This is an optimization exercise on Yosys and OpenROAD, whose aim is small area, not a production implementation. Only simulation tests tie the RTL to the original design; equivalence was not proved. Power and IR drop assume default switching activity.

==> flow/design.v <==
module tm_master_multislave_fast_rb
#(
    parameter NUM_CREDITS = 15,  
    parameter ADDRESS_WIDTH = 4,
    parameter VC_ADDRESS_WIDTH = 2,
    parameter NUM_VC = 4,
	parameter WIDTH_DATA_OUT = 128,
	parameter WIDTH_DATA_IN = 128,
    parameter WIDTH_TAG = 8
)
(
	input clk,
	input rst,
    input      send_valid_in,
    output reg [WIDTH_TAG-1:0] send_tag,
    input      send_ready_in,   
    output     send_ready_out,  
    input       receive_valid_in,
    output reg  receive_valid_out,
    input       receive_ready_in,   
    output      receive_ready_out,   
    input [WIDTH_TAG-1:0] receive_tag,
    input      [WIDTH_DATA_IN-1 : 0] receive_data_in,   
    output     [WIDTH_DATA_IN-1 : 0] receive_data_out   
);
localparam NS = 15;    
localparam W  = WIDTH_DATA_IN;
assign receive_ready_out = receive_ready_in;
reg [W-1:0]  mem [0:NS-1];
reg [NS-1:0] vld;
reg [3:0]    exp_tag;     
reg [3:0]    exp_slot;    
wire [3:0] rdist = receive_tag[3:0] - exp_tag;
wire [4:0] ssum  = {1'b0, exp_slot} + {1'b0, rdist};
wire [NS-1:0] wr_en;
wire [NS-1:0] exp_oh;
wire [NS-1:0] last_oh;
genvar g;
generate
    for (g = 0; g < NS; g = g + 1) begin : dec
        assign wr_en[g]   = receive_valid_in && (ssum == g || ssum == g + NS);
        assign exp_oh[g]  = (exp_slot == g);
        assign last_oh[g] = exp_oh[(g + 1) % NS];
    end
endgenerate
wire found = |((vld | wr_en) & exp_oh);
integer k;
wire [NS-1:0] keep = ~({NS{rst}} | (receive_valid_out ? last_oh : {NS{1'b0}}));
wire [NS-1:0] put  = rst ? {NS{1'b0}} : wr_en;
always @(posedge clk) begin
    for (k = 0; k < NS; k = k + 1)
        mem[k] <= (mem[k] & {W{keep[k]}}) | (receive_data_in & {W{put[k]}});
end
always @(posedge clk) begin
    if (rst) begin
        vld               <= 0;
        exp_tag           <= 0;
        exp_slot          <= 0;
        receive_valid_out <= 0;
    end else begin
        vld               <= (vld | wr_en) & ~(found ? exp_oh : {NS{1'b0}});
        receive_valid_out <= found;
        if (found) begin
            exp_tag   <= exp_tag + 4'd1;
            exp_slot  <= (exp_slot == NS-1) ? 4'd0 : exp_slot + 4'd1;
        end
    end
end
wire [W-1:0] grp [0:4];
genvar b, j;
generate
    for (j = 0; j < 5; j = j + 1) begin : rgrp
        for (b = 0; b < W; b = b + 1) begin : rbit
            rb_aoi3 u (.a(mem[3*j][b]), .b(mem[3*j+1][b]), .c(mem[3*j+2][b]),
                       .sa(last_oh[3*j]), .sb(last_oh[3*j+1]), .sc(last_oh[3*j+2]),
                       .y(grp[j][b]));
        end
    end
    for (b = 0; b < W; b = b + 1) begin : rout
        rb_nand5 u (.a(grp[0][b]), .b(grp[1][b]), .c(grp[2][b]), .d(grp[3][b]), .e(grp[4][b]),
                    .y(receive_data_out[b]));
    end
endgenerate
always @(posedge clk) begin
    if (rst)
        send_tag <= 0;
    else if (send_valid_in)
        send_tag <= send_tag + 1;
end
wire [3:0] pend = send_tag[3:0] - exp_tag;
assign send_ready_out = send_ready_in &&
                        !(pend == 4'd15 || (pend == 4'd14 && receive_valid_out));
endmodule
module rb_aoi3 (input a, input b, input c, input sa, input sb, input sc, output y);
assign y = ~((a & sa) | (b & sb) | (c & sc));
endmodule
module rb_nand5 (input a, input b, input c, input d, input e, output y);
assign y = ~(a & b & c & d & e);
endmodule
clock: 5.0 ns
lec_check: 0
cap_margin: 20
core_margin: 2
core_utilization: 40
cts_cluster_diameter: 100
cts_cluster_size: 25
slew_margin: 20
synth_hierarchical: 1
synth_minimum_keep_size: 0
standard.sh (not shown) runs the stock make flow with config.mk's settings and CLKGATE_MAP_FILE= SYNTH_SCRIPT=/design/flow/synth_recipe.tcl, a recipe that flattens the netlist after the stock synthesis.
==> flow/flow/run.sh <==
#!/bin/bash
# Standard ORFS layout, with three changes after the standard synthesis:
#  - port buffers are buf_1 cells instead of the default delay buffer,
#  - the largest plain buffers are kept out of repair (smaller trees suffice),
#  - CTS clustering comes from config.mk.
set -uo pipefail
DU="sky130_fd_sc_hd__probe_p_8 sky130_fd_sc_hd__probec_p_8 sky130_fd_sc_hd__lpflow_bleeder_1 sky130_fd_sc_hd__lpflow_clkbufkapwr_1 sky130_fd_sc_hd__lpflow_clkbufkapwr_16 sky130_fd_sc_hd__lpflow_clkbufkapwr_2 sky130_fd_sc_hd__lpflow_clkbufkapwr_4 sky130_fd_sc_hd__lpflow_clkbufkapwr_8 sky130_fd_sc_hd__lpflow_clkinvkapwr_1 sky130_fd_sc_hd__lpflow_clkinvkapwr_16 sky130_fd_sc_hd__lpflow_clkinvkapwr_2 sky130_fd_sc_hd__lpflow_clkinvkapwr_4 sky130_fd_sc_hd__lpflow_clkinvkapwr_8 sky130_fd_sc_hd__lpflow_decapkapwr_12 sky130_fd_sc_hd__lpflow_decapkapwr_3 sky130_fd_sc_hd__lpflow_decapkapwr_4 sky130_fd_sc_hd__lpflow_decapkapwr_6 sky130_fd_sc_hd__lpflow_decapkapwr_8 sky130_fd_sc_hd__lpflow_inputiso0n_1 sky130_fd_sc_hd__lpflow_inputiso0p_1 sky130_fd_sc_hd__lpflow_inputiso1n_1 sky130_fd_sc_hd__lpflow_inputiso1p_1 sky130_fd_sc_hd__lpflow_inputisolatch_1 sky130_fd_sc_hd__lpflow_isobufsrc_1 sky130_fd_sc_hd__lpflow_isobufsrc_16 sky130_fd_sc_hd__lpflow_isobufsrc_2 sky130_fd_sc_hd__lpflow_isobufsrc_4 sky130_fd_sc_hd__lpflow_isobufsrc_8 sky130_fd_sc_hd__lpflow_isobufsrckapwr_16 sky130_fd_sc_hd__lpflow_lsbuf_lh_hl_isowell_tap_1 sky130_fd_sc_hd__lpflow_lsbuf_lh_hl_isowell_tap_2 sky130_fd_sc_hd__lpflow_lsbuf_lh_hl_isowell_tap_4 sky130_fd_sc_hd__lpflow_lsbuf_lh_isowell_4 sky130_fd_sc_hd__lpflow_lsbuf_lh_isowell_tap_1 sky130_fd_sc_hd__lpflow_lsbuf_lh_isowell_tap_2 sky130_fd_sc_hd__lpflow_lsbuf_lh_isowell_tap_4 sky130_fd_sc_hd__buf_12 sky130_fd_sc_hd__buf_16 sky130_fd_sc_hd__bufbuf_16 sky130_fd_sc_hd__bufinv_16 sky130_fd_sc_hd__bufbuf_8 sky130_fd_sc_hd__bufinv_8"
bash standard.sh synth > synth.log 2>&1 || exit 1
bash standard.sh "BUFFER_PORTS_ARGS=-buffer_cell sky130_fd_sc_hd__buf_1" "DONT_USE_CELLS=$DU" finish > layout.log 2>&1 || exit 1
Change:
--- a/flow/design.v
+++ b/flow/design.v
@@ -27,5 +27,5 @@
 localparam W  = WIDTH_DATA_IN;
 assign receive_ready_out = receive_ready_in;
-reg [W-1:0]  mem [0:NS-1];
+reg [W:0]    mem [0:NS-1];    
 reg [NS-1:0] vld;
 reg [3:0]    exp_tag;     
@@ -46,9 +46,20 @@
 wire found = |((vld | wr_en) & exp_oh);
 integer k;
-wire [NS-1:0] keep = ~({NS{rst}} | (receive_valid_out ? last_oh : {NS{1'b0}}));
-wire [NS-1:0] put  = rst ? {NS{1'b0}} : wr_en;
+wire [NS-1:0] put  = wr_en;
+wire [NS-1:0] keep = ~wr_en;
+wire [W:0]    din  = {1'b0, receive_data_in};
+wire [W:0]    nxt [0:NS-1];
+genvar b, j;
+generate
+    for (j = 0; j < NS; j = j + 1) begin : sslot
+        for (b = 0; b <= W; b = b + 1) begin : sbit
+            rb_st u (.s(mem[j][b]), .keep(keep[j]), .d(din[b]), .put(put[j]),
+                     .y(nxt[j][b]));
+        end
+    end
+endgenerate
 always @(posedge clk) begin
     for (k = 0; k < NS; k = k + 1)
-        mem[k] <= (mem[k] & {W{keep[k]}}) | (receive_data_in & {W{put[k]}});
+        mem[k] <= nxt[k];
 end
 always @(posedge clk) begin
@@ -67,9 +78,9 @@
     end
 end
-wire [W-1:0] grp [0:4];
-genvar b, j;
+wire [W:0] grp [0:4];
+wire [W:0] rword;
 generate
     for (j = 0; j < 5; j = j + 1) begin : rgrp
-        for (b = 0; b < W; b = b + 1) begin : rbit
+        for (b = 0; b <= W; b = b + 1) begin : rbit
             rb_aoi3 u (.a(mem[3*j][b]), .b(mem[3*j+1][b]), .c(mem[3*j+2][b]),
                        .sa(last_oh[3*j]), .sb(last_oh[3*j+1]), .sc(last_oh[3*j+2]),
@@ -77,9 +88,10 @@
         end
     end
-    for (b = 0; b < W; b = b + 1) begin : rout
+    for (b = 0; b <= W; b = b + 1) begin : rout
         rb_nand5 u (.a(grp[0][b]), .b(grp[1][b]), .c(grp[2][b]), .d(grp[3][b]), .e(grp[4][b]),
-                    .y(receive_data_out[b]));
+                    .y(rword[b]));
     end
 endgenerate
+assign receive_data_out = rword[W-1:0] ^ {W{rword[W]}};
 always @(posedge clk) begin
     if (rst)
@@ -98,2 +110,5 @@
 assign y = ~(a & b & c & d & e);
 endmodule
+module rb_st (input s, input keep, input d, input put, output y);
+assign y = ~((s | put) & (d | keep));
+endmodule
What happened: Global-route usage went up by 1.7 points; hold slack gets worse by 0.027 ns; clock-buffer cell count goes down by 1; wire length shrinks by 2.5%; via count climbs by 2.1%; power increases by 45%; first-iteration DRC count decreases by 6.8%; utilization went up by 1.7 points; cell count grows by 0.54%; design area came out lower by 4.3%; sequential share of layout area came out higher by 2.8 points.

re-timing with driven ports:
How much do the figures lean on ideal ports? The routed layouts below were timed once more, with nothing changed but the port constraints. Step 1 (the two cells are an assumption about what drives the block):
set clk [get_ports {clk}]
set_driving_cell -lib_cell sky130_fd_sc_hd__clkbuf_16 $clk
set_driving_cell -lib_cell sky130_fd_sc_hd__buf_2 [delete_from_list [all_inputs] $clk]
Step 2 moves the port delays by t, midway between the first and last clock arrival at a register: inputs arrive t later, outputs are due t later. That takes back most of the time a late clock gives input paths. Three values: ideal, step 1, step 2; two values: the first two.
run	t (ns)	setup slack, ns	worst hold slack (ns)	latest minus earliest clock arrival (ns)	cell pins on the clock port's net
the first run	0.823	0.095 / 0.016 / -0.043	0.475 / 0.475 / 0.475	0.045 / 0.046	1
the second run	0.826	0.124 / 0.042 / -0.102	0.448 / 0.448 / 0.448	0.051 / 0.052	1
With both steps, setup timing fails in the first run and the second run, where it was met with ideal ports. For the second run, which loses most, drivers alone change the setup slack by -0.082 ns; drivers and shift together by -0.226 ns.
